From an optimization exercise on the open Yosys and OpenROAD flow, aimed at small area; shortcuts taken in it are not production practice. Only simulation tests tie the RTL to the original design; equivalence was not proved. The flow treats the clock pin as an ideal source. Dropping or thinning the clock tree relies on that and would not hold on a real chip. Power and IR drop assume default switching activity.

==> run D <==
==> flow/design.v <==
module final_RRB(
    reset,
    clk,
    request,
    weight,
    grant
);
    parameter width=32;
    parameter channels=8;
    input reset;
    input clk;
    input [channels-1:0] request;
    input [channels*width-1:0] weight;
    output wire [channels-1:0] grant;
    reg       m;
    reg [3:0] x;
    reg       gv;
    reg [2:0] gi;
    integer i;
    wire [7:0] t;
    assign t[0] = ~gi[2] & ~gi[1] & ~gi[0];
    assign t[1] = ~gi[2] & ~gi[1] &  gi[0];
    assign t[2] = ~gi[2] &  gi[1] & ~gi[0];
    assign t[3] = ~gi[2] &  gi[1] &  gi[0];
    assign t[4] =  gi[2] & ~gi[1] & ~gi[0];
    assign t[5] =  gi[2] & ~gi[1] &  gi[0];
    assign t[6] =  gi[2] &  gi[1] & ~gi[0];
    assign t[7] =  gi[2] &  gi[1] &  gi[0];
    assign grant = {t[7] & gv, t[6:0]};
    wire [7:0] u = {t[7] & gv, t[6:1], t[0] | ~gv};
    reg [7:0] above;
    always @(*)
        for (i=0;i<8;i=i+1)
            above[i] = (i > gi);
    wire [7:0] rh = request & above;
    wire       hi_any = |rh;
    wire [7:0] rs = hi_any ? rh : request;
    reg  [2:0] ni;
    always @(*) begin
        ni = 3'd0;
        for (i=7;i>=0;i=i-1)
            if (rs[i]) ni = i;
    end
    wire nv = |request;
    reg [7:0] big;
    reg [3:0] wlo;
    reg       whi;
    always @(*) begin
        wlo = 4'd0;
        whi = 1'b0;
        for (i=0;i<8;i=i+1) begin
            big[i] = |weight[i*width+4 +: width-4];
            wlo = wlo | (weight[i*width +: 4] & {4{u[i]}});
            whi = whi | (big[i] & u[i]);
        end
    end
    wire wsmall = ~wlo[3] & ~wlo[2] & ~(wlo[1] & wlo[0]);
    wire [3:0] wload = {~whi & wlo[3], ~whi & wlo[2],
                        ~whi & (wlo[1] | wsmall), ~whi & wlo[0] & ~wsmall};
    wire [3:0] xdec = {x[3] ^ ~(x[2] | x[1] | x[0]),
                       x[2] ^ ~(x[1] | x[0]),
                       x[1] ^ ~x[0],
                       ~x[0]};
    wire x_is1 = (x == 4'd1);
    wire x_is2 = (x == 4'd2);
    wire req_sel = request[x[2:0]];
    wire new_gv = x[3] & req_sel;
    always @(posedge clk) begin
        if (reset) begin
            m  <= 1'b0;
            x  <= 4'd1;
            gv <= 1'b0;
            gi <= 3'd7;
        end else if (!m) begin
            gv <= new_gv;
            gi <= x[2:0] | {3{~new_gv}};
            m  <= gv;
            if (gv)
                x <= 4'd1;
            else
                x <= {nv & ~x_is1, ni[2:1], ni[0] & ~x_is1};
        end else begin
            if (x_is1)
                x <= wload;
            else if (x_is2) begin
                m <= 1'b0;
                x <= {nv, ni};
            end else
                x <= xdec;
        end
    end
endmodule
==> flow/flow/run.sh <==
#!/bin/bash
# Standard ORFS layout with these changes:
#  - synthesis maps the logic with area-oriented ABC scripts (flow/synth.tcl),
#    and without Yosys's half/full-adder extraction (ADDER_MAP_FILE empty);
#  - every input and output port gets the smallest buffer, buf_1, instead of
#    the one buffer_ports picks by default;
#  - after CTS, the registers are all driven by the root clock buffer
#    (flow/cts_post.tcl), since there are only a few of them;
#  - the buffers timing-driven global placement adds are removed before
#    the resize step, which adds back the ones needed (flow/resize_pre.tcl).
set -euo pipefail
export MY_FLOW_DIR=$PWD/flow
bash standard.sh SYNTH_SCRIPT=$PWD/flow/synth.tcl ADDER_MAP_FILE= \
  'BUFFER_PORTS_ARGS=-buffer_cell sky130_fd_sc_hd__buf_1' \
  'PLACE_PINS_ARGS=-min_distance 1 -min_distance_in_tracks' PRE_RESIZE_TCL=$PWD/flow/resize_pre.tcl POST_CTS_TCL=$PWD/flow/cts_post.tcl finish > standard.log 2>&1
==> flow/flow/abc_1.script <==
strash
&get -n
&st
&dch -f
&nf -a -R 1000
&put
==> flow/flow/abc_2.script <==
strash
&get -n
&st
&deepsyn -T 20
&dch -f
&nf -a -R 1000 -C 32
&put
==> flow/flow/abc_3.script <==
strash
&get -n
&st
&deepsyn -T 20 -S 3
&dch -f
&nf -a -R 1000 -C 32
&put
==> flow/flow/abc_4.script <==
strash
&get -n
&st
&deepsyn -T 20
&dch -f
&nf -a -p -R 1000 -C 32
&put
==> flow/flow/abc_5.script <==
strash
&get -n
&st
&deepsyn -T 20
&dch -f
&nf -a -R 1000
&put
==> flow/flow/cts_post.tcl <==
# After CTS: the design has only a few registers, so drive all of them from
# the root clock buffer (made a clkbuf_4) and remove the buffers CTS put
# below it (and any dummy load cells). The clock port still feeds only the
# root buffer.
set block [ord::get_db_block]
set clk_net [$block findNet clk]
set root ""
foreach it [$clk_net getITerms] {
  set inst [$it getInst]
  if { [string match "sky130_fd_sc_hd__clkbuf_*" [[$inst getMaster] getName]] } {
    set root $inst
  }
}
if { $root ne "" } {
  set root_net [[$root findITerm X] getNet]
  set changed 1
  while { $changed } {
    set changed 0
    foreach it [$root_net getITerms] {
      set inst [$it getInst]
      if { [$inst getName] eq [$root getName] } { continue }
      if { ![string match "sky130_fd_sc_hd__clkbuf_*" [[$inst getMaster] getName]] } { continue }
      set xo [$inst findITerm X]
      set leaf_net [$xo getNet]
      $it disconnect
      if { $leaf_net ne "NULL" } {
        foreach s [$leaf_net getITerms] {
          if { [[$s getInst] getName] ne [$inst getName] } {
            $s disconnect
            $s connect $root_net
          }
        }
        $xo disconnect
        odb::dbNet_destroy $leaf_net
      }
      puts "cts_post: removed [$inst getName]"
      odb::dbInst_destroy $inst
      set changed 1
      break
    }
  }
  set db [ord::get_db]
  $root swapMaster [$db findMaster sky130_fd_sc_hd__clkbuf_4]
  puts "cts_post: [$root getName] drives [llength [$root_net getITerms]] pins"
  # the larger buffer may overlap its neighbours: legalize again
  detailed_placement
  check_placement -verbose
}
==> flow/flow/resize_pre.tcl <==
# Before the resize step: remove the buffers that timing-driven global
# placement added while cells were still spread out (named place*); the
# resize step's repair_design adds back any that the placed design needs.
# Port buffers are not touched.
set block [ord::get_db_block]
set n 0
foreach inst [$block getInsts] {
  set name [$inst getName]
  if { ![string match "place*" $name] } { continue }
  if { ![string match "sky130_fd_sc_hd__buf_*" [[$inst getMaster] getName]] } { continue }
  set in_net [[$inst findITerm A] getNet]
  set xo [$inst findITerm X]
  set out_net [$xo getNet]
  if { $in_net eq "NULL" || $out_net eq "NULL" } { continue }
  if { [llength [$out_net getBTerms]] > 0 } { continue }
  $xo disconnect
  foreach it [$out_net getITerms] {
    $it disconnect
    $it connect $in_net
  }
  [$inst findITerm A] disconnect
  odb::dbInst_destroy $inst
  odb::dbNet_destroy $out_net
  incr n
}
puts "resize_pre: removed $n placement buffers"
==> flow/flow/synth.tcl <==
# The standard flow's synthesis script (synth_recipe.tcl), except that the combinational
# mapping step (yosys abc) is run with several area-oriented ABC scripts,
# flow/abc_*.script, and the smallest result is kept. Registers are not
# touched by abc, so their names and cells are those of the standard synthesis.
proc synth {args} { yosys synth -nofsm -noshare {*}$args }
proc abc {args} {
  set i [lsearch -exact $args -script]
  if { $i < 0 || ![info exists ::env(MY_FLOW_DIR)] } {
    yosys abc {*}$args
    return
  }
  yosys design -save pre_abc
  set best_area -1
  set best ""
  foreach sc [lsort [glob $::env(MY_FLOW_DIR)/abc_*.script]] {
    yosys design -load pre_abc
    lset args [expr {$i + 1}] $sc
    yosys abc {*}$args
    set rpt $::env(RESULTS_DIR)/[file rootname [file tail $sc]].stat
    yosys tee -q -o $rpt stat {*}$::lib_args
    set fh [open $rpt r]
    set txt [read $fh]
    close $fh
    if { [regexp {Chip area for module[^:]*:\s*([0-9.]+)} $txt -> area] } {
      puts "abc script [file tail $sc]: area $area"
      if { $best_area < 0 || $area < $best_area } {
        set best_area $area
        set best $sc
        yosys design -save best_abc
      }
    }
  }
  puts "abc: keeping [file tail $best] (area $best_area)"
  yosys design -load best_abc
}
source $::env(SCRIPTS_DIR)/synth.tcl
# left out here: clear keep_hierarchy, flatten, clean up, hide names made inside functions, write 1_2_yosys.v
==> flow/standard.sh <==
#!/bin/bash
# synth_recipe.tcl (not shown) runs the flow's synth.tcl, then flattens the netlist and writes it again
# the make line also repeats each setting of config.mk as NAME=value (left out here)
make -C /OpenROAD-flow-scripts/flow DESIGN_CONFIG=/design/flow/config.mk WORK_HOME=/design/flow/orfs CLKGATE_MAP_FILE= SYNTH_SCRIPT=/design/flow/synth_recipe.tcl "${@:-finish}"
==> flow/config.mk <==
export PLATFORM = sky130hd
export DESIGN_NAME = final_RRB
export DESIGN_NICKNAME = final_RRB
export VERILOG_FILES = /design/flow/design.v
export SDC_FILE = /design/flow/constraint.sdc
export NUM_CORES = 4
export LEC_CHECK = 0
export CAP_MARGIN = 20
export CORE_AREA = 3 3 67 67
export CTS_BUF_LIST = sky130_fd_sc_hd__clkbuf_2
export DIE_AREA = 0 0 70 70
export SLEW_MARGIN = 20
==> flow/constraint.sdc <==
create_clock -name core_clock -period 5.0 [get_ports {clk}]
set_input_delay 1.0000 -clock core_clock [delete_from_list [all_inputs] [get_ports {clk}]]
set_output_delay 1.0000 -clock core_clock [all_outputs]
set_load 0.01 [all_outputs]
==> run P (differences from run D) <==
--- a/flow/flow/run.sh
+++ b/flow/flow/run.sh
@@ -14,2 +14,2 @@
   'BUFFER_PORTS_ARGS=-buffer_cell sky130_fd_sc_hd__buf_1' \
-  'PLACE_PINS_ARGS=-min_distance 1 -min_distance_in_tracks' PRE_RESIZE_TCL=$PWD/flow/resize_pre.tcl POST_CTS_TCL=$PWD/flow/cts_post.tcl finish > standard.log 2>&1
+  PRE_RESIZE_TCL=$PWD/flow/resize_pre.tcl POST_CTS_TCL=$PWD/flow/cts_post.tcl finish > standard.log 2>&1
--- a/flow/config.mk
+++ b/flow/config.mk
@@ -8,5 +8,5 @@
 export CAP_MARGIN = 20
-export CORE_AREA = 3 3 67 67
+export CORE_AREA = 3 3 97 97
 export CTS_BUF_LIST = sky130_fd_sc_hd__clkbuf_2
-export DIE_AREA = 0 0 70 70
+export DIE_AREA = 0 0 100 100
 export SLEW_MARGIN = 20
==> run B (differences from run D) <==
--- a/flow/flow/run.sh
+++ b/flow/flow/run.sh
@@ -14,2 +14,2 @@
   'BUFFER_PORTS_ARGS=-buffer_cell sky130_fd_sc_hd__buf_1' \
-  'PLACE_PINS_ARGS=-min_distance 1 -min_distance_in_tracks' PRE_RESIZE_TCL=$PWD/flow/resize_pre.tcl POST_CTS_TCL=$PWD/flow/cts_post.tcl finish > standard.log 2>&1
+  PRE_RESIZE_TCL=$PWD/flow/resize_pre.tcl POST_CTS_TCL=$PWD/flow/cts_post.tcl finish > standard.log 2>&1
==> flow/flow/resize_pre.tcl (replaced) <==
# Before the resize step: remove the buffers that timing-driven global
# placement added while cells were still spread out (named place*); the
# resize step's repair_design adds back any that the placed design needs.
set bufs [get_cells -quiet place*]
puts "resize_pre: removing [llength $bufs] placement buffers"
if { [llength $bufs] > 0 } {
  remove_buffers $bufs
}
--- a/flow/config.mk
+++ b/flow/config.mk
@@ -8,5 +8,5 @@
 export CAP_MARGIN = 20
-export CORE_AREA = 3 3 67 67
+export CORE_AREA = 3 3 97 97
 export CTS_BUF_LIST = sky130_fd_sc_hd__clkbuf_2
-export DIE_AREA = 0 0 70 70
+export DIE_AREA = 0 0 100 100
 export SLEW_MARGIN = 20
==> notes.md <==
| item | run D | run B | run P |
|---|---|---|---|
| Run status | complete, no violations | complete, no violations | complete, no violations |
| Clock distribution power | 33.4 uW | 29.1 uW | 30.3 uW |
| Delay of the slowest cell on the worst path | 850 ps | 730 ps | 690 ps |
| Via Count | 2952 | 1935 | 2912 |
| Final period utilization | 58.4% | 67.2% | 67.7% |
| Area occupied by multi-input gates | 1050 um2 | 1070 um2 | 1070 um2 |
| Worst-case setup slack after placement | 2080 ps | 1420 ps | 1330 ps |
| Die height | 70 um | 100 um | 100 um |
| Post-route total power | 486 uW | 432 uW | 515 uW |
| IR drop worst, VDD | 0.102 mV | 0.0711 mV | 0.0739 mV |
| End of the worst register-to-register path | x[0] | x[2] | x[0] |
| Final Non-Filler Cells | 515 | 299 | 571 |
| Highest clock frequency the design can meet | 343 MHz | 298 MHz | 295 MHz |
| Layout cells sized above 1 | 0.428% | 2.58% | 0.858% |
| Maximum number of pins on one net before global-route repair | 11 | 10 | 10 |
| Category of the worst setup path capture point | primary output | flip-flop | flip-flop |
| Part of the power in registers | 25.9% | 30.0% | 25.3% |
| Total global routing track utilization | 29.9% | 17.0% | 18.5% |
| Total met2 wirelength after detailed routing | 3440 um | 4970 um | 5130 um |
| Non-Clock Buffer Count | 273 | 1 | 273 |
| Filler cells | 403 | 974 | 952 |

## port drivers added, routing unchanged
How much do the figures lean on ideal ports? The routed layouts below were timed once more, with nothing changed but the port constraints.
Step 1: set_driving_cell puts a clkbuf_16 on clk and a buf_2 on each other input, an assumption about the parent block.
Step 2 adds t to the input delays and takes it off the output delays; t is the mean of the earliest and latest rising clock arrival at the registers after step 1. Input paths then give back, and output paths get back, about the clock's delay inside the block.
Slacks: ideal ports / drivers / drivers and shift; pairs: ideal ports / drivers.
run	t, ns	setup slack, ns	worst setup path after step 2	clock arrival spread, ns	slew at the worst register clock pin (ns)
run D	0.188	2.081 / 2.063 / 2.095	input to register	0.000 / 0.001	0.11 / 0.11
run P	0.185	1.615 / 1.606 / 1.421	input to register	0.001 / 0.000	0.11 / 0.11
run B	0.183	1.640 / 1.594 / 1.411	input to register	0.000 / 0.000	0.10 / 0.10
After both steps every run listed still meets setup and hold. The setup slack of run B, which loses most, moves by -0.046 ns with the drivers and by -0.229 ns with both steps.
